Background: an optimization exercise with open tools, aiming at small area. Do not read the settings as production practice.
The RTL was checked by simulation tests, not by an equivalence proof against the original design.
The flow treats the clock pin as an ideal source, which a real chip does not have.
Power figures rest on the tool's default switching activity, not on a simulated workload.

Setup of garnet:
Design rgblcd_top, start of the top module:
module rgblcd_top (
        input           clk,
        input           rst_n,
        output [4:0]    LCD_R,
        output [5:0]    LCD_G,
        output [4:0]    LCD_B,
        output          lcd_de,
        output          lcd_hsync,
        output          lcd_vsync,
        output          lcd_bl
    );
Size in the first run: about 350 cells after synthesis, ~22 I/O pins, roughly 3300 sq um of cells after synthesis.
==> flow/config.mk <==
export PLATFORM = sky130hd
export DESIGN_NAME = rgblcd_top
export DESIGN_NICKNAME = rgblcd_top
export VERILOG_FILES = /design/flow/design.v
export SDC_FILE = /design/flow/constraint.sdc
export NUM_CORES = 4
export LEC_CHECK = 0
export ABC_AREA = 1
export CAP_MARGIN = 20
export CORE_MARGIN = 2
export CORE_UTILIZATION = 40
export SLEW_MARGIN = 20
==> flow/constraint.sdc <==
create_clock -name core_clock -period 10.0 [get_ports {clk}]
set_input_delay 2.0000 -clock core_clock [delete_from_list [all_inputs] [get_ports {clk}]]
set_output_delay 2.0000 -clock core_clock [all_outputs]
set_load 0.01 [all_outputs]
standard.sh (not shown) runs the stock make flow with config.mk's settings and CLKGATE_MAP_FILE= SYNTH_SCRIPT=/design/flow/synth_recipe.tcl, a recipe that flattens the netlist after the stock synthesis.
==> flow/flow/run.sh <==
#!/bin/bash
# Standard ORFS layout, with three changes to how cells are chosen:
#  - synthesis maps logic with an area-oriented ABC script (abc_area.script
#    here) and without the full/half-adder extraction;
#  - input and output ports are buffered with buf_1;
#  - clock tree synthesis uses small clock buffers and no dummy loads.
set -euo pipefail
W=$PWD
rm -rf "$W/scripts_mod"
cp -r "$FLOW_HOME/scripts" "$W/scripts_mod"
cp "$W/flow/abc_area.script" "$W/scripts_mod/abc_area.script"
export SCRIPTS_DIR="$W/scripts_mod"
export ADDER_MAP_FILE=
export BUFFER_PORTS_ARGS="-buffer_cell sky130_fd_sc_hd__buf_1"
export CTS_ARGS="-repair_clock_nets -dont_use_dummy_load -root_buf sky130_fd_sc_hd__clkbuf_8 -buf_list {sky130_fd_sc_hd__clkbuf_8} -distance_between_buffers 400 -branching_point_buffers_distance 400"
bash standard.sh > "$W/standard.log" 2>&1
==> flow/flow/abc_area.script <==
strash
&get -n
&deepsyn -J 100 -T 300
&put
dch -f
amap -m
topo
Per the final summary, garnet finished and its layout is clean on timing, DRC and antenna.
diff inputs: garnet => willow
--- a/flow/flow/run.sh
+++ b/flow/flow/run.sh
@@ -15 +15 @@
-export CTS_ARGS="-repair_clock_nets -dont_use_dummy_load -root_buf sky130_fd_sc_hd__clkbuf_8 -buf_list {sky130_fd_sc_hd__clkbuf_8} -distance_between_buffers 400 -branching_point_buffers_distance 400"
+export CTS_ARGS="-sink_clustering_enable -repair_clock_nets -dont_use_dummy_load -root_buf sky130_fd_sc_hd__clkbuf_8 -buf_list {sky130_fd_sc_hd__clkbuf_8} -sink_clustering_size 40 -sink_clustering_max_diameter 300 -sink_clustering_levels 1"
Findings:
For willow and garnet, there was not a single run that failed to finish clean. As far as non-clock buffer count is concerned, willow and garnet perform about the same. Delta (willow minus garnet): number of filler cells placed in the layout did not really move, synthesized area per cell comparable, area of all placed cells without fillers roughly the same, placer congestion estimate comparable, via density per instance stayed essentially flat. Summary of willow over garnet: net count after synthesis about even; time the final worst path needs with I/O delays and setup about even; area after synthesis about even. On sum of net half-perimeters after detailed placement, willow and garnet are neck and neck. As far as clock network fraction of total power is concerned, garnet and willow perform about the same.
Changes in yarrow relative to willow:
--- a/flow/flow/run.sh
+++ b/flow/flow/run.sh
@@ -6 +6,2 @@
-#  - clock tree synthesis uses small clock buffers and no dummy loads.
+#  - clock tree synthesis uses no dummy loads, and afterwards each clock
+#    buffer is made as small as the clock pins' slew allows (cts_down.tcl).
@@ -15 +16,3 @@
-export CTS_ARGS="-sink_clustering_enable -repair_clock_nets -dont_use_dummy_load -root_buf sky130_fd_sc_hd__clkbuf_8 -buf_list {sky130_fd_sc_hd__clkbuf_8} -sink_clustering_size 40 -sink_clustering_max_diameter 300 -sink_clustering_levels 1"
+export CTS_ARGS="-sink_clustering_enable -repair_clock_nets -dont_use_dummy_load -buf_list {sky130_fd_sc_hd__clkbuf_8}"
+export FLOW_WORK="$W"
+export POST_CTS_TCL="$W/flow/cts_down.tcl"
==> flow/flow/cts_down.tcl (new file) <==
# After clock tree synthesis: give each clock buffer the smallest clock
# buffer that keeps every clock pin's slew under CLK_SLEW_TARGET (ns).
set target 0.095
if { [info exists ::env(CLK_SLEW_TARGET)] } { set target $::env(CLK_SLEW_TARGET) }
set log [open $::env(FLOW_WORK)/cts_down.log w]

proc clock_pin_max_slew {} {
  set worst 0.0
  foreach net [get_nets -hierarchical *clk*] {
    foreach pin [get_pins -of_objects $net -filter "direction == input"] {
      foreach prop {slew_max_rise slew_max_fall} {
        set s [get_property $pin $prop]
        if { $s > $worst } { set worst $s }
      }
    }
  }
  return $worst
}

estimate_parasitics -placement
puts $log "start: worst clock pin slew [clock_pin_max_slew]"
foreach cell [get_cells -filter "ref_name =~ sky130_fd_sc_hd__clkbuf_*"] {
  set name [get_full_name $cell]
  if { ![string match "clkbuf_*" $name] } { continue }
  set orig [get_property $cell ref_name]
  foreach smaller {sky130_fd_sc_hd__clkbuf_2 sky130_fd_sc_hd__clkbuf_4} {
    if { $smaller == $orig } { break }
    replace_cell $cell $smaller
    estimate_parasitics -placement
    set s [clock_pin_max_slew]
    if { $s <= $target } {
      puts $log "$name: $orig -> $smaller (worst slew $s)"
      set orig $smaller
      break
    }
    replace_cell $cell $orig
    estimate_parasitics -placement
  }
}
puts $log "end: worst clock pin slew [clock_pin_max_slew]"
close $log
detailed_placement
check_placement -verbose
Results
Diff yarrow..willow | number of standard cells in the layout, taps in and fillers out | unchanged
Comparing yarrow against willow, there is no change at all in power dissipated by switching net loads.
Reported for willow and yarrow, via count turned out identical to the last digit.
Re met1 routed wirelength after detailed routing: no difference whatsoever between willow and yarrow.
Number of antenna violations at the first check in global routing came out exactly the same in willow and yarrow.
Edits applied to the flow inputs when going from yarrow to nickel:
--- a/flow/flow/cts_down.tcl
+++ b/flow/flow/cts_down.tcl
@@ -3 +3 @@
-set target 0.095
+set target 0.110
@@ -7,3 +7,5 @@
-proc clock_pin_max_slew {} {
-  set worst 0.0
-  foreach net [get_nets -hierarchical *clk*] {
+# worst slew at the flip-flops' clock pins, and at the clock buffers' inputs
+proc clock_slews {} {
+  set ff 0.0
+  set buf 0.0
+  foreach net [get_nets -hierarchical clk*] {
@@ -13 +15,3 @@
-        if { $s > $worst } { set worst $s }
+        if { [get_property $pin lib_pin_name] == "CLK" } {
+          if { $s > $ff } { set ff $s }
+        } elseif { $s > $buf } { set buf $s }
@@ -17 +21,6 @@
-  return $worst
+  return [list $ff $buf]
+}
+
+proc slews_ok { target } {
+  lassign [clock_slews] ff buf
+  return [expr { $ff <= $target && $buf <= 0.25 }]
@@ -21,2 +30,6 @@
-puts $log "start: worst clock pin slew [clock_pin_max_slew]"
-foreach cell [get_cells -filter "ref_name =~ sky130_fd_sc_hd__clkbuf_*"] {
+puts $log "start: worst clock slews (flip-flop, buffer) [clock_slews]"
+# leaf buffers (driving the flip-flops) first, the root last
+set cells [lsort -decreasing -command {apply {{a b} {
+  string compare [get_full_name $a] [get_full_name $b] }}} \
+  [get_cells -filter "ref_name =~ sky130_fd_sc_hd__clkbuf_*"]]
+foreach cell $cells {
@@ -26 +39 @@
-  foreach smaller {sky130_fd_sc_hd__clkbuf_2 sky130_fd_sc_hd__clkbuf_4} {
+  foreach smaller {sky130_fd_sc_hd__clkbuf_1 sky130_fd_sc_hd__clkbuf_2 sky130_fd_sc_hd__clkbuf_4} {
@@ -30,3 +43,2 @@
-    set s [clock_pin_max_slew]
-    if { $s <= $target } {
-      puts $log "$name: $orig -> $smaller (worst slew $s)"
+    if { [slews_ok $target] } {
+      puts $log "$name: $orig -> $smaller, slews [clock_slews]"
@@ -40 +52 @@
-puts $log "end: worst clock pin slew [clock_pin_max_slew]"
+puts $log "end: worst clock slews (flip-flop, buffer) [clock_slews]"
[summary]
nickel does better than yarrow on wire length. Compared with yarrow, nickel shows power share of the clock group lower by 3.9 points. Re worst ir drop on vdd: nickel is 7.8% down on yarrow.
#### Input delta (pepper over nickel)
--- a/flow/flow/run.sh
+++ b/flow/flow/run.sh
@@ -3,2 +3,3 @@
-#  - synthesis maps logic with an area-oriented ABC script (abc_area.script
-#    here) and without the full/half-adder extraction;
+#  - synthesis maps logic without the full/half-adder extraction, with
+#    several area-oriented ABC recipes (abc_recipe_*.script here), keeping
+#    the smallest result (abc_best.tcl);
@@ -12 +13,2 @@
-cp "$W/flow/abc_area.script" "$W/scripts_mod/abc_area.script"
+sed -i 's|^\( *\)log_cmd abc {\*}\$abc_args$|\1source $::env(FLOW_WORK)/flow/abc_best.tcl|' "$W/scripts_mod/synth.tcl"
+grep -q 'abc_best.tcl' "$W/scripts_mod/synth.tcl"
@@ -13,0 +16 @@
+export FLOW_WORK="$W"
@@ -17 +19,0 @@
-export FLOW_WORK="$W"
==> flow/flow/abc_best.tcl (new file) <==
# Technology mapping: map the logic with each ABC recipe
# (abc_recipe_*.script beside this file) and keep the one whose netlist has
# the smallest cell area. Sourced by synth.tcl in place of its abc call.
set my_abc_rest [lrange $abc_args 2 end]
design -save my_pre_abc
set my_best_area 1e18
set my_best ""
foreach my_recipe [lsort [glob $::env(FLOW_WORK)/flow/abc_recipe_*.script]] {
  design -load my_pre_abc
  abc -script $my_recipe {*}$my_abc_rest
  set my_stat [tee -q -s result.string stat {*}$lib_args]
  if { [regexp {Chip area for module [^:]*: ([0-9.]+)} $my_stat -> my_area] } {
    puts "abc recipe [file tail $my_recipe]: area $my_area"
    if { $my_area < $my_best_area } {
      set my_best_area $my_area
      set my_best $my_recipe
    }
  }
}
puts "abc recipe chosen: [file tail $my_best] (area $my_best_area)"
design -load my_pre_abc
log_cmd abc -script $my_best {*}$my_abc_rest
==> flow/flow/abc_recipe_1.script (new file) <==
strash
&get -n
&deepsyn -J 100 -T 300
&put
dch -f
amap -m
topo
==> flow/flow/abc_recipe_3.script (new file) <==
strash
&get -n
&deepsyn -J 100 -T 300
&put
dch -f
amap -m -A 8
topo
==> flow/flow/abc_recipe_4.script (new file) <==
strash
&get -n
&deepsyn -J 100 -T 300
&put
dch -f
amap -m
topo
&get -n
&deepsyn -J 100 -T 300
&put
dch -f
amap -m
topo
--- a/flow/config.mk
+++ b/flow/config.mk
@@ -11 +11,2 @@
-export CORE_UTILIZATION = 40
+export CORE_UTILIZATION = 60
+export PLACE_DENSITY = 0.75
removed: flow/flow/abc_area.script
Results
- In pepper the worst hold slack turned out 0.0096 ns higher than in nickel.
- Overall fraction of global-route tracks in use (pepper over nickel): increase, 8.2 points
- Compared to nickel, the routing of pepper uses more wire.
- On die area, nickel loses to pepper.
- Between nickel and pepper, the flow reports amount of wire on met3 after detailed routing increasing by more than 100%.
Setup changes, pepper to harbor
--- a/flow/config.mk
+++ b/flow/config.mk
@@ -11,2 +11 @@
-export CORE_UTILIZATION = 60
-export PLACE_DENSITY = 0.75
+export CORE_UTILIZATION = 40
Findings:
[harbor] global-route wire length before repair fell about 3.6% relative to pepper. Least setup slack across all paths after layout in harbor is 0.0085 ns higher than in pepper. The total chip power in harbor sits 0.59% below the value recorded for pepper. Diff pepper -> harbor: number of tap cells added at floorplan moved up; number of global-route vias before repair moved down.

[re-timing with driven ports]
How much do the figures lean on ideal ports? The routed layouts below were timed once more, with nothing changed but the port constraints.
Step 1: set_driving_cell puts a clkbuf_16 on clk and a buf_2 on each other input, an assumption about the parent block.
Step 2 also shifts input and output timing later by t, the mid clock arrival at the registers, as if the neighbouring blocks saw the same clock.
Slacks: no drivers / after step 1 / after step 2; pairs: no drivers / after step 1.
run	t (ns)	setup WS [ns]	clock arrival spread, ns
garnet	0.365	4.940 / 4.911 / 5.276	0.022 / 0.022
willow	0.365	4.940 / 4.911 / 5.276	0.022 / 0.022
yarrow	0.365	4.940 / 4.911 / 5.276	0.022 / 0.022
nickel	0.421	4.885 / 4.857 / 5.279	0.025 / 0.025
pepper	0.433	4.876 / 4.847 / 5.280	0.023 / 0.023
harbor	0.421	4.885 / 4.857 / 5.279	0.025 / 0.025
After both steps every run listed still meets setup and hold.
